Context: an optimization exercise on an open-source flow, tuned for a short achievable clock period and few clock cycles. The choices shown serve that exercise and are no tape-out recipe.
The RTL was checked by simulation tests, not by an equivalence proof against the original design.
No activity file was given, so power comes from the tool's default toggle rates.

### config.mk
export PLATFORM = sky130hd
export DESIGN_NAME = ARM
export DESIGN_NICKNAME = ARM
export VERILOG_FILES = /design/flow/design.v
export SDC_FILE = /design/flow/constraint.sdc
export NUM_CORES = 8
export LEC_CHECK = 0
export CAP_MARGIN = 20
export CORE_MARGIN = 2
export CORE_UTILIZATION = 40
export SETUP_SLACK_MARGIN = 0.4
export SLEW_MARGIN = 20
### run.sh
#!/bin/bash
# synth_recipe.tcl (not shown) runs the flow's synth.tcl, then flattens the netlist and writes it again
# the make line also repeats each setting of config.mk as NAME=value (left out here)
make -C /OpenROAD-flow-scripts/flow DESIGN_CONFIG=/design/flow/config.mk WORK_HOME=/design/flow/orfs CLKGATE_MAP_FILE= SYNTH_SCRIPT=/design/flow/synth_recipe.tcl finish
### design.v
module ALU (
	input [3:0] exe_cmd,
	input c_in,
	input signed [31:0] val1 , val2,
	output reg [32:0] result_alu,
  output n, z, c, v
	);
	always @(*) begin
    case (exe_cmd)  
      4'b0001   : result_alu = val2;
      4'b1001   : result_alu = ~val2;
      4'b0010   : result_alu = val1 + val2;
      4'b0101   : result_alu = val1 - val2 - 1;
      4'b0110   : result_alu = val1 & val2;
      4'b0111   : result_alu = val1 | val2;
      4'b0011   : result_alu = val1 + val2 + c_in;
      4'b0100   : result_alu = val1 - val2;
      4'b1000   : result_alu = val1 ^ val2;
      default: 
        result_alu = 33'd0;
    endcase
		end
  assign n = result_alu[31];
	assign z = (result_alu == 33'd0);
	assign c = result_alu[32];
	assign v = result_alu[31] ^ c ;
endmodule
module Val2Generator (
  input [31:0]val_rm,
  input [11:0]shift_operand,
  input imm,
  input or_out,
  output reg[31:0] val2
);
  reg[63:0] temp_data;
  reg[63:0] shift_temp;
  wire[4:0] rotate_imm_mul2;
  assign rotate_imm_mul2 = (shift_operand[11:8] << 1);
  always @(*) begin
    temp_data = 64'd0;
    shift_temp = 64'd0;
    val2 = 32'd0;
    if(or_out == 1) begin
      val2 = {{20{shift_operand[11]}},shift_operand};
    end
    else if(imm == 1) begin
      val2 = {{24{1'b0}},shift_operand[7:0]};
      temp_data[63:32] = val2;
      shift_temp = temp_data >> rotate_imm_mul2;
      val2 = (shift_temp[63:32] | shift_temp[31:0]);
    end
    else if(imm == 0 && shift_operand[4] == 0) begin
      case(shift_operand[6:5])
        2'b00: val2 = val_rm << (shift_operand[11:7]);
        2'b01: val2 = val_rm >> (shift_operand[11:7]);
        2'b10: val2 = val_rm >>> (shift_operand[11:7]);
        2'b11: begin
          temp_data[63:32] = val_rm;
          shift_temp = temp_data >> shift_operand[11:7];
          val2 = (shift_temp[63:32] | shift_temp[31:0]);
        end
      endcase
    end
  end
endmodule 
module StatusRegister (
	input wr_en ,n, z, c, v, clk, rst,
  output[3:0] sr
);
	reg[31:0] status_reg;
	assign sr = status_reg[31:28];
	always @(negedge clk) begin
		if(rst == 1)
			status_reg <= 0;
		else if(wr_en == 1) begin
			status_reg[31  ] <= n;
			status_reg[30  ] <= z;
			status_reg[29  ] <= c;
			status_reg[28  ] <= v;
		end
	end
endmodule
module RegisterFile (
	input clk, rst, 
  input [3:0] src1, src2, dest_wb,
	input[31:0] result_wb,
  input write_back_en,
	output [31:0] reg1, reg2
);
  integer counter;
  reg[31:0] reg_file[0:14];
  assign reg1 = reg_file[src1];
  assign reg2 = reg_file[src2];
  always @(negedge clk, posedge rst) begin
    if (rst) begin
      for(counter=0; counter<15; counter=counter+1)
        reg_file[counter] <= counter;
    end
    else if (write_back_en) reg_file[dest_wb] <= result_wb;
	end
endmodule
module ConditionCheck (
	input[3:0] sr,
	input[3:0] condition,
	output reg cond_check
);
	always @(*) begin
		cond_check = 1'b1;
		case(condition) 
			4'd0   : begin
				if(sr[2 ] == 1'b1)
					cond_check = 1'b0;
			end
			4'd1   : begin
				if(sr[2 ] == 1'b0)
					cond_check = 1'b0;
			end
			4'd2  : begin
				if(sr[1 ] == 1'b1)
					cond_check = 1'b0;
			end
			4'd3   : begin
				if(sr[1 ] == 1'b0)
					cond_check = 1'b0;
			end
			4'd4   : begin
				if(sr[3 ] == 1'b1)
					cond_check = 1'b0;
			end
			4'd5   : begin
				if(sr[3 ] == 1'b0)
					cond_check = 1'b0;
			end
			4'd6   : begin
				if(sr[0 ] == 1'b1)
					cond_check = 1'b0;
			end
			4'd7   : begin
				if(sr[0 ] == 1'b0)
					cond_check = 1'b0;
			end
			4'd8   : begin
				if((sr[1 ] == 1'b1) && (sr[2 ] == 1'b0))
					cond_check = 1'b0;
			end
			4'd9   : begin
				if((sr[1 ] == 1'b0) || (sr[2 ] == 1'b1))
					cond_check = 1'b0;
			end
			4'd10   : begin
				if(sr[3 ] == sr[0 ])
					cond_check = 1'b0;
			end
			4'd11   : begin
				if(sr[3 ] != sr[0 ])
					cond_check = 1'b0;
			end
			4'd12   : begin
				if((sr[2 ] == 1'b0) && (sr[3 ] == sr[0 ]))
					cond_check = 1'b0;
			end
			4'd13   : begin
				if((sr[2 ] == 1'b1) || (sr[3 ] != sr[0 ]))
					cond_check = 1'b0;
			end
			4'd14   : begin
				cond_check = 1'b0;
			end
			default : 
				cond_check = 1'b1;
		endcase
	end
endmodule
module ControlUnitCore (
	input [1:0] mode,
	input [3:0] opcode,
	input s_in,
	output reg [3:0] cmd_exe,
	output reg mem_r_en,
	output reg mem_w_en,
	output reg wb_en,
	output reg b_out,
	output reg s_out
);
	always @(*) begin
		{wb_en,b_out,s_out,cmd_exe,mem_r_en,mem_w_en} = 0;
		case (mode)
			2'b00  	: begin 
				case (opcode)
					4'b1101	: begin 
						cmd_exe = 1 ;
						s_out = s_in ;
						wb_en = 1;
					end
					4'b0100	: begin 
						cmd_exe = 2 ;
						s_out = s_in ;
						wb_en = 1;
					end
					4'b0101	: begin 
						cmd_exe = 3 ;
						s_out = s_in ;
						wb_en = 1;
					end
					4'b0010	: begin 
						cmd_exe = 4 ;
						s_out = s_in ;
						wb_en = 1;
					end
					4'b1111	: begin 
						cmd_exe = 9 ;
						s_out = s_in ;
						wb_en = 1;
					end
					4'b0110	: begin 
						cmd_exe = 5 ;
						s_out = s_in ;
						wb_en = 1;
					end
					4'b0000	: begin 
						cmd_exe = 6 ;
						s_out = s_in ;
						wb_en = 1;
					end
					4'b1100	: begin 
						cmd_exe = 7 ;
						s_out = s_in ;
						wb_en = 1;
					end
					4'b0001	: begin 
						cmd_exe = 8 ;
						s_out = s_in ;
						wb_en = 1;
					end
					4'b1010	: begin 
						if (s_in) begin 
							cmd_exe = 4 ;
							s_out = 1 ;
							wb_en = 0;
						end
					end
					4'b1000	: begin 
						if (s_in) begin 
							cmd_exe = 6 ;
							s_out = 1 ;
							wb_en = 0;
						end
					end
					default : begin
						cmd_exe = 1 ;
						s_out = 1'b0 ;
						wb_en = 0;
					end
				endcase
			end
			2'b01	: begin 
				if (s_in) begin 
					cmd_exe = 2 ;
					s_out = 1'b1 ;
					mem_r_en = 1'b1 ;
					wb_en = 1'b1 ;
				end
				else if(~s_in) begin 
					cmd_exe = 2 ;
					s_out = 0;
					mem_w_en = 1;
				end	
			end
			2'b10	: begin 
				if (opcode[3] == 0) begin 
					b_out = 1;
				end
			end
		endcase
	end
endmodule
module ControlUnit (
	input sel_mux,
	input [1:0] mode,
	input [3:0] opcode,
	input s_in,
	output [3:0] cmd_exe,
	output memory_r_en,
	output memory_w_en,
	output wb_en,
	output b_out,
	output s_out
);
	wire [3:0] exe_cmd_temp ;
	ControlUnitCore Core (
		.mode(mode),
		.opcode(opcode),
		.s_in(s_in),
		.cmd_exe(exe_cmd_temp),
		.mem_r_en(mem_r_en_temp),
		.mem_w_en(mem_w_en_temp),
		.wb_en(wb_en_temp),
		.b_out(b_out_temp),
		.s_out(s_out_temp)
	);
	assign wb_en = sel_mux == 1 ? 0 : wb_en_temp ;
	assign b_out = sel_mux == 1 ? 0 : b_out_temp ;
	assign s_out = sel_mux == 1 ? 0 : s_out_temp ;
	assign cmd_exe = sel_mux == 1 ? 0 : exe_cmd_temp ;
	assign memory_r_en = sel_mux == 1 ? 0 : mem_r_en_temp ;
	assign memory_w_en = sel_mux == 1 ? 0 : mem_w_en_temp ;
endmodule
module HazardDetectionUnit(
	input[3:0] rn_ID, 
  input[3:0] src2_ID,
  input[3:0] dst_exe, 
  input[3:0] dst_memmory,
	input two_src_ID,
	input memory_read_en_exe,
	input wb_en_memory,
	input wb_en_exe,
	input forwarding_en,
	output reg freeze
);
	always @(*) begin
		freeze = 1'b0;
		if (memory_read_en_exe == 1'b1)begin
			if (dst_exe == rn_ID)
				freeze = 1'b1;
			else if (two_src_ID == 1'b1 && dst_exe==src2_ID) begin
				freeze = 1'b1;
			end
		end
		else if(forwarding_en == 1'b0) begin
			if(wb_en_exe == 1'b1) begin
				if(rn_ID == dst_exe)
					freeze = 1'b1;
			end
			if(wb_en_memory == 1'b1) begin
				if(rn_ID == dst_memmory)
					freeze = 1'b1;
			end
			if(two_src_ID == 1'b1) begin
				if(wb_en_exe == 1'b1) begin
					if(src2_ID == dst_exe)
						freeze = 1'b1;
				end
			end
			if(wb_en_memory == 1'b1) begin
					if(src2_ID == dst_memmory)
						freeze = 1'b1;
			end
	    end
	end
endmodule
module ForwardingUnit (
	input[3:0] dst_memmory, 
	input[3:0] dst_wb,
	input[3:0] src1,
	input[3:0] src2,
	input wb_en_memory, 
	input wb_en_wback, 
	output reg[1:0] select_src_1,
	output reg[1:0] select_src_2
);
	always @(*) begin
		select_src_1 = 2'd0;
		select_src_2 = 2'd0;
		case({wb_en_memory, wb_en_wback})
			2'b00 : begin
				select_src_1 = 2'd0;
				select_src_2 = 2'd0;
			end
			2'b01 : begin
				if(dst_wb == src1)
					select_src_1 = 2'd2;
				if(dst_wb == src2)
					select_src_2 = 2'd2;
			end
			2'b10 : begin
				if(dst_memmory == src1)
					select_src_1 = 2'd1;
				if(dst_memmory == src2)
					select_src_2 = 2'd1;
			end
			2'b11 : begin
				if(dst_memmory == src1)
					select_src_1 = 2'd1;
				else if(dst_wb == src1)
					select_src_1 = 2'd2;
				if(dst_memmory == src2)
					select_src_2 = 2'd1;
				else if(dst_wb == src2)
					select_src_2 = 2'd2;
			end
			default : begin
				select_src_1 = 2'd0;
				select_src_2 = 2'd0;
			end
		endcase
	end
endmodule
module IF_stage (
  input clk,
  input rst,
  input freeze,
  input branch_taken,
  input [31:0] branch_addr,
  input mem_freeze,
  input [31:0] imem_rdata,
  output [31:0] imem_addr,
  output [31:0] PC,
  output [31:0] instruction
);
  wire [31:0] mux_out;
  reg [31:0] pc_reg_out;
  assign mux_out = branch_taken ? branch_addr : PC;
  always @(posedge clk, posedge rst) begin
		if (rst)
			pc_reg_out <= 32'd0;
    else if(mem_freeze)
      pc_reg_out <= pc_reg_out;
		else if(~freeze)
			pc_reg_out <= mux_out;
	end
  assign PC = pc_reg_out + 32'd1;
  assign imem_addr = pc_reg_out;
  assign instruction = imem_rdata;
endmodule
module IF_ID_reg (
  input clk,
	input rst,
	input freeze,
	input flush,
  input [31:0] PC_in,
	input [31:0] instruction_in,
	input mem_freeze,
  output reg [31:0] PC,
	output reg [31:0] instruction
);
  always @(posedge clk, posedge rst) begin
		if(rst)
			PC <= 32'd0;
		else if(mem_freeze)
			PC <= PC;
    else if(flush)
    	PC <= 32'd0;
		else if(~freeze)
			PC <= PC_in;
	end
  always @(posedge clk, posedge rst) begin
		if (rst)
			instruction <= 32'hE0000000;
		else if (mem_freeze)
			instruction <= instruction;
    else if(flush)
    	instruction <= 32'hE0000000;
		else if(~freeze)
			instruction <= instruction_in;
	end
endmodule
module ID_stage (
  input clk, rst,
  input [31:0] pc_in,
  input [31:0] instruction,
  input [31:0] result_wb,
  input wb_en_in,
  input [3:0] dest_wb,
  input hazard,
  input [3:0] sr,
	output wb_en_out,
	output mem_write_en_out,
	output mem_read_en_out,
	output s_out,
	output b_out,
	output [3:0] exe_cmd_out,
	output [31:0] val_rn_out, val_rm_out,
	output imm_out,
	output [23:0] signed_imm_24_out,
	output [11:0] shift_operand_out,
  output [3:0] dst_out,
  output [3:0]	src1, src2,
	output two_src,
  output c_out,
  output [31:0] pc_out
);
	wire sel_mux;
	wire wb_en_temp;
	wire cond_check;
	wire s;
	wire b;
	wire mem_write_en;
	wire mem_read_en;
	wire[3:0] cmd_exe;
	wire[3:0] src2_regfile_addr;
	wire[31:0] val_rn;
	wire[31:0] val_rm;
	wire is_store = (instruction[27:26] == 2'b01) & ~instruction[20];
	assign src2_regfile_addr = (is_store == 1'b0) ? instruction[3:0] : instruction[15:12];
	assign two_src = (is_store | (~instruction[25]));
  RegisterFile register_file (
		.reg1(val_rn), 
		.reg2(val_rm),
		.src1(instruction[19:16]), 
		.src2(src2_regfile_addr),
		.result_wb(result_wb), 
		.dest_wb(dest_wb),
		.write_back_en(wb_en_in), 
		.clk(clk), 
		.rst(rst) 
	);
	ConditionCheck condition_check (
		.cond_check(cond_check),
		.sr(sr),
		.condition(instruction[31:28]) 
	);
	ControlUnit contorl_unit (
		.sel_mux(sel_mux),
		.mode(instruction[27:26]),
		.opcode(instruction[24:21]),
		.s_in(instruction[20]),
		.cmd_exe(cmd_exe),
		.memory_r_en(mem_read_en),
		.memory_w_en(mem_write_en),
		.wb_en(wb_en_temp),
		.b_out(b),
		.s_out(s)
	);
	assign sel_mux = cond_check | hazard;
	assign imm_out = instruction[25];
	assign  c_out = sr[1]; 
	assign src1 = instruction[19:16];
	assign src2 = src2_regfile_addr;
	assign pc_out = pc_in;
	assign val_rn_out = val_rn ;
	assign val_rm_out = val_rm ;
	assign signed_imm_24_out = instruction[23:0];
	assign shift_operand_out = instruction[11:0];
	assign exe_cmd_out = cmd_exe;
	assign dst_out = instruction[15:12]; 
	assign wb_en_out = wb_en_temp;
	assign mem_write_en_out = mem_write_en;
	assign mem_read_en_out = mem_read_en;
	assign s_out = s;
	assign b_out = b;
endmodule
module ID_EXE_reg (
  input clk, rst, flush,
  input wb_en, memory_r_en, memory_w_en,
  input b, s,
  input [3:0] cmd_exe,
  input [31:0] PC_in,
  input [31:0] val_rn, val_rm,
  input imm,
  input [11:0] shift_operand,
  input [23:0] signed_imm_24,
  input [3:0] dest,
  input c_in,
  input[3:0] src_1_i,
  input[3:0] src_2_i,
  input freeze_in,
  output reg[3:0] src_1_o,
  output reg[3:0] src_2_o,
  output reg c_out,
  output reg wb_en_out,
  output reg mem_r_en_out,
  output reg mem_w_en_out,
  output reg b_out,
  output reg s_out,
  output reg [3:0] exe_cmd_out,
  output reg [31:0] PC,
  output reg [31:0] val_rn_out,
  output reg [31:0] val_rm_out,
  output reg imm_out,
  output reg [11:0] shift_operand_out,
  output reg [23:0] signed_imm_24_out,
  output reg [3:0] dest_out
);
always @(posedge clk) begin
  if(rst) begin
    exe_cmd_out <= 0;
    b_out <= 0;
    s_out <= 0;
    PC <= 0;
    val_rn_out <= 0;
    val_rm_out <= 0;
    shift_operand_out <= 0;
    imm_out <= 0;
    signed_imm_24_out <= 0;
    dest_out <= 0;
    c_out <= 0;
    src_1_o <= 0;
    src_2_o <= 0;
    wb_en_out<=0;
    mem_r_en_out <= 0;
    mem_w_en_out <= 0;
  end
  else if(flush & ~freeze_in) begin
    exe_cmd_out <= 0;
    b_out <= 0;
    s_out <= 0;
    PC <= 0;
    val_rn_out <= 0;
    val_rm_out <= 0;
    shift_operand_out <= 0;
    imm_out <= 0;
    signed_imm_24_out <= 0;
    dest_out <= 0;
    c_out <= 0;
    src_1_o <= 0;
    src_2_o <= 0;
    wb_en_out<=0;
    mem_r_en_out <= 0;
    mem_w_en_out <= 0;
  end
  else if(~freeze_in) begin
    src_2_o <= src_2_i;
    src_1_o <= src_1_i;
    wb_en_out<= wb_en;
    mem_r_en_out <= memory_r_en;
    mem_w_en_out <= memory_w_en;
    exe_cmd_out <= cmd_exe;
    b_out <= b;
    s_out <= s;
    PC <= PC_in;
    val_rn_out <= val_rn;
    val_rm_out <= val_rm;
    shift_operand_out <= shift_operand;
    imm_out <= imm;
    signed_imm_24_out <= signed_imm_24;
    dest_out <= dest;
    c_out <= c_in;
  end
end
endmodule
module EXE_stage (
	input clk, rst,
  input[3:0] exe_cmd_ID_EXE,
	input mem_read_en_ID_EXE,
	input mem_write_en_ID_EXE,
  input[31:0] pc_ID_EXE,
  input[31:0] val_rn_ID_EXE,
	input[31:0] val_rm_ID_EXE,
  input imm_ID_EXE,
	input[11:0] shift_operand_ID_EXE,
	input[23:0] signed_imm_24_ID_EXE,
  input c_in,
	input wb_en_ID_EXE,
	input b_ID_EXE,
	input s_ID_EXE,
	input[31:0] alu_result_mem,
	input[31:0] data_wb_wb,
	input[1:0] select_src_1,
	input[1:0] select_src_2,
	input[3:0] dst_ID_EXE,
	input forwarding_en,
	output wb_en_EXE_MEM,
	output mem_read_en_EXE_MEM,
	output mem_write_en_EXE_MEM,
	output [31:0] alu_result_EXE_MEM,
	output [31:0] EXE_MEM_val_rm,
	output [31:0] EXE_IF_branch_addr,
	output [3:0] EXE_MEM_dst,
	output[3:0] exe_IF_sr
);
	wire or_out;
	wire signed [31:0] val1, val2;
	wire [31:0] imm_signed_extend;
	reg[31:0] src1_mux_out;
	reg[31:0] src2_mux_out;
	wire [32:0] result_alu;
	wire n, z, c, v;
	assign val1 = src1_mux_out;	
	always @(*) begin  
		if(forwarding_en == 0)
			src1_mux_out = val_rn_ID_EXE;
		else begin
			if (select_src_1 == 0)
				src1_mux_out = val_rn_ID_EXE;
			else if (select_src_1 == 1)
				src1_mux_out = alu_result_mem;
			else if (select_src_1 == 2)
				src1_mux_out = data_wb_wb;
			else
				src1_mux_out = val_rn_ID_EXE;
		end
	end
	always @(*) begin  
		if(forwarding_en == 0)
			src2_mux_out = val_rm_ID_EXE;
		else begin
			if (select_src_2 == 0)
				src2_mux_out = val_rm_ID_EXE;
			else if (select_src_2 == 1)
				src2_mux_out = alu_result_mem;
			else if (select_src_2 == 2)
				src2_mux_out = data_wb_wb;
			else
				src2_mux_out = val_rm_ID_EXE;
		end
	end
  assign imm_signed_extend = {{8{signed_imm_24_ID_EXE[23]}}, signed_imm_24_ID_EXE};
	assign EXE_IF_branch_addr = pc_ID_EXE + imm_signed_extend;
  assign or_out = mem_read_en_ID_EXE | mem_write_en_ID_EXE;
	Val2Generator val2_generator (
	  .val_rm(src2_mux_out),
    .shift_operand(shift_operand_ID_EXE),
    .imm(imm_ID_EXE),
    .or_out(or_out),
    .val2(val2)
	);
	ALU alu (
		.exe_cmd(exe_cmd_ID_EXE),
    .n(n), .z(z), .c(c), .v(v),
		.val1(val1),
		.val2(val2),
		.result_alu(result_alu),
		.c_in(c_in)
	);
	StatusRegister status_register (
		.sr(exe_IF_sr),
		.wr_en(s_ID_EXE),
		.n(n), 
		.z(z), 
		.c(c), 
		.v(v), 
		.clk(clk), 
		.rst(rst)
	);
  assign wb_en_EXE_MEM = wb_en_ID_EXE;
	assign mem_read_en_EXE_MEM = mem_read_en_ID_EXE;
	assign mem_write_en_EXE_MEM = mem_write_en_ID_EXE;
	assign alu_result_EXE_MEM = result_alu[31:0];
	assign EXE_MEM_val_rm = src2_mux_out;
	assign EXE_MEM_dst = dst_ID_EXE;
endmodule
module EXE_MEM_reg (
	input clk, rst,
	input wb_en_EXE_MEM_input,
	input mem_read_en_EXE_MEM_input,
	input mem_write_en_EXE_MEM_input,
	input[31:0] alu_result_EXE_MEM_input,
	input[31:0] val_rm_EXE_MEM_input,
	input[3:0] dst_EXE_MEM_input,
	input freeze_in,
	output reg wb_en_EXE_MEM_output,
	output reg mem_read_en_EXE_MEM_output,
	output reg mem_write_en_EXE_MEM_output,
	output reg [31:0] alu_result_EXE_MEM_output,
	output reg [31:0] val_rm_EXE_MEM_output,
	output reg [3:0] dst_EXE_MEM_ouput
);
	always @(posedge clk, posedge rst) begin
		if (rst == 1) begin
			wb_en_EXE_MEM_output <= 0;
			mem_write_en_EXE_MEM_output <= 0;
			mem_read_en_EXE_MEM_output <= 0;
		end
		else if(~freeze_in) begin
			{wb_en_EXE_MEM_output,mem_read_en_EXE_MEM_output,mem_write_en_EXE_MEM_output,alu_result_EXE_MEM_output,val_rm_EXE_MEM_output,dst_EXE_MEM_ouput} <= {wb_en_EXE_MEM_input,mem_read_en_EXE_MEM_input,mem_write_en_EXE_MEM_input,alu_result_EXE_MEM_input,val_rm_EXE_MEM_input,dst_EXE_MEM_input};
		end
	end
endmodule
module MEM_stage (
	input clk,
	input rst,
	input mem_w_en_input,
	input mem_r_en_input,
	input wb_en_input,
	input [31:0] val_rm_i,
	input [3:0] dest_input,
	input [31:0] alu_res_input,
	output wb_en_output,
	output mem_r_en_output,
	output [3:0] dest_output,
	output [31:0] alu_res_output,
	output [31:0] data_mem_output,
	output mem_freeze,
	output [31:0] dmem_addr,
	output [31:0] dmem_wdata,
	output dmem_rd_en,
	output dmem_wr_en,
	input [31:0] dmem_rdata,
	input dmem_ready
);
	wire [31:0] data_mem_w_in;
	wire ready;
	assign dmem_addr = alu_res_input;
	assign dmem_wdata = val_rm_i;
	assign dmem_rd_en = mem_r_en_input;
	assign dmem_wr_en = mem_w_en_input;
	assign data_mem_w_in = dmem_rdata;
	assign ready = dmem_ready | ~(mem_r_en_input | mem_w_en_input);
	assign wb_en_output = mem_freeze ? 1'b0 : wb_en_input;
	assign mem_r_en_output = mem_r_en_input;
	assign dest_output = dest_input;
	assign alu_res_output = alu_res_input;
	assign data_mem_output = data_mem_w_in;
	assign mem_freeze = ~ready;
endmodule 
module MEM_WB_reg(
  input clk,
	input rst,
	input [31:0] alu_res_input,
	input [31:0] data_mem_input,
	input [3:0] dst_input,
	input mem_read_en_input,
	input wb_en_input,
	input freeze_in,
	output reg wb_en_output,
	output reg mem_read_en_output,
	output reg [31:0] alu_res_output,
	output reg [31:0] data_mem_output,
	output reg [3:0] dst_output
);
	always @ (posedge clk, posedge rst)begin
		if (rst)
			{wb_en_output,mem_read_en_output,alu_res_output,data_mem_output,dst_output} <= 0;
		else if(~freeze_in)
			{wb_en_output, mem_read_en_output, alu_res_output, data_mem_output, dst_output} <= 
        {wb_en_input, mem_read_en_input, alu_res_input, data_mem_input, dst_input};
	end
endmodule
module WB_stage (
	input clk,
	input rst,
	input wb_en_input,
	input mem_r_en_input,
	input [3:0] dest_input,
	input [31:0] alu_res_input,
	input [31:0] data_mem_i,
	output wb_en_output,
	output [3:0] wb_dest_o,
	output [31:0] wb_val_o
);
  assign wb_val_o = mem_r_en_input ? data_mem_i : alu_res_input;
	assign wb_dest_o = dest_input;
	assign wb_en_output = wb_en_input;
endmodule
module ARM (
	input clk,
	input rst,
	output [31:0] imem_addr,
	input  [31:0] imem_rdata,
	output [31:0] dmem_addr,
	output [31:0] dmem_wdata,
	output dmem_rd_en,
	output dmem_wr_en,
	input  [31:0] dmem_rdata,
	input  dmem_ready
);
wire forwarding_en = 1'b1;
wire[31:0] pc_IF_ID;
wire[31:0] instruction_IF_ID;
wire freeze, mem_freeze;
wire final_freeze = freeze | mem_freeze;
wire c_ID_EXE;
wire wb_en_ID_EXE;
wire mem_write_en_ID_EXE;
wire mem_read_en_ID_EXE;
wire s_ID_EXE;
wire b_ID_EXE;
wire imm_ID_EXE;
wire two_src_ID;
wire[3:0] exe_cmd_ID_EXE;
wire[3:0] dst_ID_EXE;
wire[3:0] src2_ID;
wire[11:0] shift_operand_ID_EXE;
wire[23:0] signed_imm_24_ID_EXE;
wire[31:0] pc_ID_EXE;
wire[31:0] val_rn_ID_EXE;
wire[31:0] val_rm_ID_EXE;
wire[1:0] select_src_1;
wire[1:0] select_src_2;
wire[3:0] src_1_ID_forwarding;
wire[3:0] src_2_ID_forwarding;
wire[31:0] EXE_IF_branch_addr;
wire wb_en_EXE_MEM;
wire mem_read_en_EXE_MEM;
wire mem_write_en_EXE_MEM;
wire[3:0] EXE_MEM_dst;
wire[31:0] EXE_MEM_val_rm;
wire wb_en_MEM_WB;
wire mem_read_en_MEM_WB;
wire[3:0] dst_MEM_WB;
wire[31:0] result_MEM_WB;
wire[31:0] data_mem_MEM_WB;
wire wb_en_WB_ID;
wire[3:0] dst_WB_ID;
wire[31:0] result_WB_ID;
wire[3:0] sr_status_ID;
wire[31:0] alu_result_EXE_MEM;
wire[31:0] pc_IF_ID_to_reg;
wire[31:0] instruction_IF_ID_to_reg;
IF_stage IF_stage_instance (
	.clk(clk),
	.rst(rst),
	.freeze(freeze), 
	.branch_taken(b_ID_EXE),
	.branch_addr(EXE_IF_branch_addr),
	.mem_freeze(mem_freeze),
	.imem_rdata(imem_rdata),
	.imem_addr(imem_addr),
	.PC(pc_IF_ID_to_reg),
	.instruction(instruction_IF_ID_to_reg)
);
IF_ID_reg IF_ID_reg_instance (
	.clk(clk),
	.rst(rst),
	.freeze(freeze),
	.flush(b_ID_EXE),
	.PC_in(pc_IF_ID_to_reg),
	.instruction_in(instruction_IF_ID_to_reg),
	.mem_freeze(mem_freeze),
	.PC(pc_IF_ID),
	.instruction(instruction_IF_ID)
);
wire [31:0] pc_out_to_reg;
wire [31:0] val_rn_out_to_reg;
wire [31:0] val_rm_out_to_reg;
wire[23:0] signed_imm_24_out_to_reg;
wire [11:0] shift_operand_out_to_reg;
wire [3:0] exe_cmd_out_to_reg;
wire [3:0] dst_out_to_reg;
wire [3:0] src_1_to_reg;
wire [3:0] src_2_to_reg;
wire wb_en_out_to_reg;
wire mem_write_en_out_to_reg;
wire mem_read_en_out_to_reg;
wire s_out_to_reg;
wire b_out_to_reg;
wire imm_out_to_reg;
wire two_src_to_reg;
wire c_out_to_reg;
ID_stage ID_stage_instance (
	.clk(clk), 
	.rst(rst),
	.pc_in(pc_IF_ID),
	.instruction(instruction_IF_ID),
	.result_wb(result_WB_ID),
	.wb_en_in(wb_en_WB_ID), 
	.dest_wb(dst_WB_ID),
	.hazard(freeze), 
	.sr(sr_status_ID),
	.wb_en_out(wb_en_out_to_reg),
	.mem_write_en_out(mem_write_en_out_to_reg),
	.mem_read_en_out(mem_read_en_out_to_reg),
	.s_out(s_out_to_reg),
	.b_out(b_out_to_reg),
	.exe_cmd_out(exe_cmd_out_to_reg),
	.val_rn_out(val_rn_out_to_reg), 
	.val_rm_out(val_rm_out_to_reg),
	.imm_out(imm_out_to_reg),
	.signed_imm_24_out(signed_imm_24_out_to_reg),
	.shift_operand_out(shift_operand_out_to_reg),
	.dst_out(dst_out_to_reg), 
	.src1(src_1_to_reg),
	.src2(src_2_to_reg),
	.two_src(two_src_ID),
	.c_out(c_out_to_reg),
	.pc_out(pc_out_to_reg)
);
assign src2_ID = src_2_to_reg;
ID_EXE_reg ID_EXE_reg_instance ( 
	.clk(clk),
	.rst(rst),
	.flush(b_ID_EXE),
	.wb_en(wb_en_out_to_reg),
	.memory_r_en(mem_read_en_out_to_reg),
	.memory_w_en(mem_write_en_out_to_reg),
	.b(b_out_to_reg),
	.s(s_out_to_reg),
	.cmd_exe(exe_cmd_out_to_reg),
	.PC_in(pc_out_to_reg),
	.val_rn(val_rn_out_to_reg),
	.val_rm(val_rm_out_to_reg),
	.imm(imm_out_to_reg),
	.shift_operand(shift_operand_out_to_reg),
	.signed_imm_24(signed_imm_24_out_to_reg),
	.dest(dst_out_to_reg),
	.c_in(c_out_to_reg),
	.src_1_i(src_1_to_reg),
	.src_2_i(src_2_to_reg),
	.freeze_in(mem_freeze),
	.src_1_o(src_1_ID_forwarding),
	.src_2_o(src_2_ID_forwarding),
	.c_out(c_ID_EXE),
	.wb_en_out(wb_en_ID_EXE),
	.mem_r_en_out(mem_read_en_ID_EXE),
	.mem_w_en_out(mem_write_en_ID_EXE),
	.b_out(b_ID_EXE),
	.s_out(s_ID_EXE),
	.exe_cmd_out(exe_cmd_ID_EXE),
	.PC(pc_ID_EXE),
	.val_rn_out(val_rn_ID_EXE),
	.val_rm_out(val_rm_ID_EXE),
	.imm_out(imm_ID_EXE),
	.shift_operand_out(shift_operand_ID_EXE),
	.signed_imm_24_out(signed_imm_24_ID_EXE),
	.dest_out(dst_ID_EXE)
);
wire wb_en_EXE_MEM_to_reg;
wire mem_read_en_EXE_MEM_to_reg;
wire mem_write_en_EXE_MEM_to_reg;
wire [31:0] alu_result_EXE_MEM_to_reg;
wire [31:0] val_rm_EXE_MEM_to_reg;
wire [3:0] dst_EXE_MEM_to_reg;
EXE_stage EXE_stage_instance (
	.clk(clk),
	.rst(rst),
	.exe_cmd_ID_EXE(exe_cmd_ID_EXE),
	.mem_read_en_ID_EXE(mem_read_en_ID_EXE),
	.mem_write_en_ID_EXE(mem_write_en_ID_EXE),
	.pc_ID_EXE(pc_ID_EXE),
	.val_rn_ID_EXE(val_rn_ID_EXE),
	.val_rm_ID_EXE(val_rm_ID_EXE),
	.imm_ID_EXE(imm_ID_EXE), 
	.shift_operand_ID_EXE(shift_operand_ID_EXE),
	.signed_imm_24_ID_EXE(signed_imm_24_ID_EXE),
	.c_in(c_ID_EXE),
	.wb_en_ID_EXE(wb_en_ID_EXE),
	.b_ID_EXE(b_ID_EXE),
	.s_ID_EXE(s_ID_EXE),
	.alu_result_mem(alu_result_EXE_MEM),
	.data_wb_wb(result_WB_ID), 
	.select_src_1(select_src_1),
	.select_src_2(select_src_2),
	.dst_ID_EXE(dst_ID_EXE),
	.forwarding_en(forwarding_en),
	.wb_en_EXE_MEM(wb_en_EXE_MEM_to_reg),
	.mem_read_en_EXE_MEM(mem_read_en_EXE_MEM_to_reg),
	.mem_write_en_EXE_MEM(mem_write_en_EXE_MEM_to_reg),
	.alu_result_EXE_MEM(alu_result_EXE_MEM_to_reg),
	.EXE_MEM_val_rm(val_rm_EXE_MEM_to_reg),
	.EXE_IF_branch_addr(EXE_IF_branch_addr),
	.EXE_MEM_dst(dst_EXE_MEM_to_reg),
	.exe_IF_sr(sr_status_ID)
);
EXE_MEM_reg EXE_MEM_reg_instance (
	.clk(clk), 
	.rst(rst),
	.wb_en_EXE_MEM_input(wb_en_EXE_MEM_to_reg),
	.mem_read_en_EXE_MEM_input(mem_read_en_EXE_MEM_to_reg),
	.mem_write_en_EXE_MEM_input(mem_write_en_EXE_MEM_to_reg),
	.alu_result_EXE_MEM_input(alu_result_EXE_MEM_to_reg),
	.val_rm_EXE_MEM_input(val_rm_EXE_MEM_to_reg),
	.dst_EXE_MEM_input(dst_EXE_MEM_to_reg),
	.freeze_in(mem_freeze),
	.wb_en_EXE_MEM_output(wb_en_EXE_MEM),
	.mem_read_en_EXE_MEM_output(mem_read_en_EXE_MEM),
	.mem_write_en_EXE_MEM_output(mem_write_en_EXE_MEM),
	.alu_result_EXE_MEM_output(alu_result_EXE_MEM),
	.val_rm_EXE_MEM_output(EXE_MEM_val_rm),
	.dst_EXE_MEM_ouput(EXE_MEM_dst)
);
wire wb_en_MEM_WB_to_reg;
wire mem_read_en_MEM_WB_to_reg;
wire [31:0] result_MEM_WB_to_reg;
wire [31:0] data_mem_MEM_WB_to_reg;
wire [3:0] dst_MEM_WB_to_reg;
MEM_stage MEM_stage_instance (
	.clk(clk),
	.rst(rst),
	.mem_w_en_input(mem_write_en_EXE_MEM),
	.mem_r_en_input(mem_read_en_EXE_MEM),
	.wb_en_input(wb_en_EXE_MEM),
	.val_rm_i(EXE_MEM_val_rm),
	.dest_input(EXE_MEM_dst),
	.alu_res_input(alu_result_EXE_MEM),
	.wb_en_output(wb_en_MEM_WB_to_reg),
	.mem_r_en_output(mem_read_en_MEM_WB_to_reg),
	.dest_output(dst_MEM_WB_to_reg),
	.alu_res_output(result_MEM_WB_to_reg),
	.data_mem_output(data_mem_MEM_WB_to_reg),
	.mem_freeze(mem_freeze),
	.dmem_addr(dmem_addr),
	.dmem_wdata(dmem_wdata),
	.dmem_rd_en(dmem_rd_en),
	.dmem_wr_en(dmem_wr_en),
	.dmem_rdata(dmem_rdata),
	.dmem_ready(dmem_ready)
);
 MEM_WB_reg MEM_WB_reg_instance (
	.clk(clk),
	.rst(rst),
	.alu_res_input(result_MEM_WB_to_reg),
	.data_mem_input(data_mem_MEM_WB_to_reg),
	.dst_input(dst_MEM_WB_to_reg),
	.mem_read_en_input(mem_read_en_MEM_WB_to_reg),
	.wb_en_input(wb_en_MEM_WB_to_reg),
	.freeze_in(mem_freeze),
	.wb_en_output(wb_en_MEM_WB),
	.mem_read_en_output(mem_read_en_MEM_WB),
	.alu_res_output(result_MEM_WB),
	.data_mem_output(data_mem_MEM_WB),
	.dst_output(dst_MEM_WB)
);
WB_stage WB_stage_instance (
	.clk(clk),
	.rst(rst),
	.wb_en_input(wb_en_MEM_WB),
	.mem_r_en_input(mem_read_en_MEM_WB),
	.dest_input(dst_MEM_WB),
	.alu_res_input(result_MEM_WB),
	.data_mem_i(data_mem_MEM_WB),
	.wb_en_output(wb_en_WB_ID),
	.wb_dest_o(dst_WB_ID),
	.wb_val_o(result_WB_ID)
);
HazardDetectionUnit HazardDetectionUnit_instance (
	.rn_ID(instruction_IF_ID[19:16]), 
	.src2_ID(src2_ID),
	.dst_exe(dst_ID_EXE), 
	.dst_memmory(EXE_MEM_dst),
	.two_src_ID(two_src_ID), 
	.memory_read_en_exe(mem_read_en_ID_EXE),
	.wb_en_memory(wb_en_EXE_MEM), 
	.wb_en_exe(wb_en_ID_EXE),
	.forwarding_en(forwarding_en),
	.freeze(freeze)
);
ForwardingUnit ForwardingUnit_instance
(
	.dst_memmory(EXE_MEM_dst), 
	.dst_wb(dst_MEM_WB),
	.src1(src_1_ID_forwarding),
	.src2(src_2_ID_forwarding),
	.wb_en_memory(wb_en_EXE_MEM), 
	.wb_en_wback(wb_en_MEM_WB),
	.select_src_1(select_src_1),
	.select_src_2(select_src_2)
);
endmodule
### constraint.sdc
create_clock -name core_clock -period 18.0 [get_ports {clk}]
set_input_delay 3.6000 -clock core_clock [delete_from_list [all_inputs] [get_ports {clk}]]
set_output_delay 3.6000 -clock core_clock [all_outputs]
set_load 0.01 [all_outputs]
==> run summary <==
## stage by stage
| stage | TNS [ps] | power (mW) | worst slack, ps | hold slack, ps |
|---|---|---|---|---|
| after floorplan | -1474670 | 5.76 | -4550 | 418 |
| after global placement | 0 | 7.68 | 188 | 423 |
| after detailed placement | 0 | 7.72 | 216 | 429 |
| after CTS | 0 | 9.89 | 408 | 437 |
| after global routing | 0 | 10.6 | 376 | 469 |
| final | 0 | 10.2 | 587 | 437 |
## power by group
group / switching [mW] / internal (mW)
Sequential: 0.657 / 2.66
Clock: 0.928 / 1.22
Combinational: 2.95 / 1.78
## final cells by class
type	instances	area share [%]
clock inverter	90	1.31
inverter	159	0.978
tap	1755	3.55
timing repair buffer	523	7.37
antenna	6	0.0243
clock buffer	124	4.39
multi-input combinational	4685	48.2
sequential	856	34.2
## how the worst max path moves through the flow
stage / start / to / cells past startpoint
4_1_cts: MEM_WB_reg_instance.dst_output[0] / flip-flop / 31
5_1_grt: MEM_WB_reg_instance.dst_output[0] / flip-flop / 33
2_1_floorplan: rst / flip-flop / 7
6_report: MEM_WB_reg_instance.dst_output[0] / flip-flop / 34
3_5_place_dp: MEM_WB_reg_instance.dst_output[0] / flip-flop / 28
3_3_place_gp: MEM_WB_reg_instance.dst_output[0] / flip-flop / 27
## repair_timing
item                                    4_1_cts  5_1_grt
endpoints found under the setup margin        2        3
gates resized for setup                      13       90
pin swaps                                     2       24
buffers inserted                              7       20
gates cloned                                  1        1
## placed cells by master (no fill, tap or decap), drive strengths merged, types with 88 or more instances in the layout
master	count
o221ai	88
a22oi	277
dfxtp	139
nor2	609
clkbuf	125
nor3	105
clkdlybuf4s50	164
o21ai	359
nand3	187
dfrtn	452
nand2	881
dfrtp	166
ha	129
a21oi	679
inv	200
mux2i	133
buf	358
## critical path: cells and delay by family (launching register included)
kind,cells,cell delay [ps]
compound gates,14,3680
fa+ha+maj,1,240
buf+inv,9,1740
flops,1,360
mux,1,180
simple gates,9,2090
## per-layer routing
| layer | vias up | track usage (%) | part of all wire [%] |
|---|---|---|---|
| li1 | 23200 | - | - |
| met1 | 26400 | 48.6 | 41 |
| met2 | 3486 | 52.0 | 42 |
| met3 | 748 | 9.78 | 12 |
| met4 | 10 | 17.8 | 5.8 |
| met5 | - | 0 | 0.026 |
## logic make-up (layout without fill, tap and decap cells)
family,count (synthesis),in the layout,synth area share [%]
AND/OR/NAND/NOR,2116,2117,17.7
XOR/XNOR,128,128,2.14
adder cells (fa/ha/maj),135,135,3.28
AO/OA/AOI/OAI,2084,2084,26.0
flip-flops,856,856,40.1
other,0,6,0
buffers and inverters,671,896,4.95
multiplexers,221,221,5.82
==> summary.md <==
| Metric | Value |
|---|---|
| Ranking of synthesized cells by area | dfrtn_1 (21%), dfrtp_1 (7.9%), a21oi_1 (6.5%) |
| Post-Syn Area | 52600 sq um |
| CTS tree | yes |
| Drt pass-1 iters | 8 |
| Clock sinks | 856 |
| H-tree levels | 3 |
| Largest net degree at the start of global routing | 185 |
| Syn_area_per_cell | 8.47 sq um |
| Root buf cell | clkbuf_16 |
| Detailed Route WL | 249 mm |
| FFs w/ async S/R, synth | 75.8% |
| Max-cap violations | 0 |
| Slew Limit Fails | 0 |
| Mapped Cells | 6211 |
| Dpl cells | 7948 |
| Leak | 25.6 nW |
| Data arrival, critical path | 9060 ps |
| Initial antenna violation count | 18 |
| Crit-path slowest cell | a2111oi_1 |
| GRT Residual Overflow | 0 |
| Area growth syn-to-layout | 17.4% |
| FILL cells | 12800 |
| Core area | 131000 sq um |
| Remaining routing DRC violations | 0 |
| Final core utilization | 47.2% |
| Crit Path Class | reg2reg |
| Fraction of layout cells with a size suffix above 1 | 13.1% |
| Initial Util | 40.2% |
| Top FF cell, synth | dfrtn_1 |
| Final Hold Violating Endpoints | 0 |
| Wire per inst | 30.4 um |
| Design area | 61800 sq um |
| Max FFs per register | 480 |
| Most frequent CP cell | buf_4 |
| Reg-to-Reg Start | MEM_WB_reg_instance.dst_output[0] |
| Vias in the first global route | 50000 |
| Final count of negative-setup-slack endpoints | 0 |
| GRT Total Usage | 35.7% |
| Area leader, netlist | dfrtn_1 |
| GPL Wtd Cong | 1.05 |
| Number of vias per cell | 6.56 |
| Worst Hold Depth | 2 |
| HPWL Detailed | 169 mm |
| Synth top cells by count | nand2_1 (881), a21oi_1 (679), nor2_1 (609) |
| Worst rel slew slack | 10.5% |
| CTS buffer count | 96 |
| Layout Cells excl Fill | 8198 |
| IO Port Bufs | 164 |
| Slowest stage delay, CP | 510 ps |
| Clock slew at reported path FFs | 60 ps |
| First-pass GRT wire length | 356 mm |
| Outcome | finished clean |
| Share of the synthesized area in the top cell type | 21.5% |
| I/O pin cnt | 165 |
| Die area | 135000 sq um |
| Hold Startpoint | ID_EXE_reg_instance.wb_en_out |
| Register-to-Register Path Depth | 34 |
| DIE HEIGHT | 367 um |
| CTS max path bufs | 3 |
| Reg2reg setup slack | 590 ps |
| Crit path max fanout | 19 |
| Layout Skew | 83.6 ps |
| Yosys cell types | 97 |
| Startpoint types | flip-flop |
| DRT antenna net count | 0 |
| Footprint of the multi-input gates | 29800 sq um |
| Seq. cell area | 21100 sq um |
| Die W | 367 um |
| Via count | 53800 |
| Layout Nets | 6554 |
| RSZ-0062 raised after global routing | no |
| Cell row count | 133 |
| Synth Net Count | 6412 |
| Yosys reg bits | 856 |
| Critical path endpoint category | flip-flop |
| Initial drt markers | 7727 |
| Hold Path End | EXE_MEM_reg_instance.wb_en_EXE_MEM_output |
| Clock latency (worst-skew pair) | 760 ps |
| Worst slew pin tran | 1300 ps |
| Most frequent cell after synthesis | nand2_1 |
| Hold Buf Count CTS | 0 |
| Critical Path RT | 9640 ps |
| Post-synth EDFFs | 68 |
| Hold Path Class | reg2reg |
| Top reg by flops | ID_stage_instance.register_file.reg_file |
| Yosys warns | 20 |
| Area after DPL | 57500 sq um |
| Seq/Total Area, Yosys | 40.1% |
| Pwr dens | 165 nW/um^2 |
| Peak VDD IR | 0.0999 mV |
Testbench counts, summed over its fixed seeds: cycles 56,359.
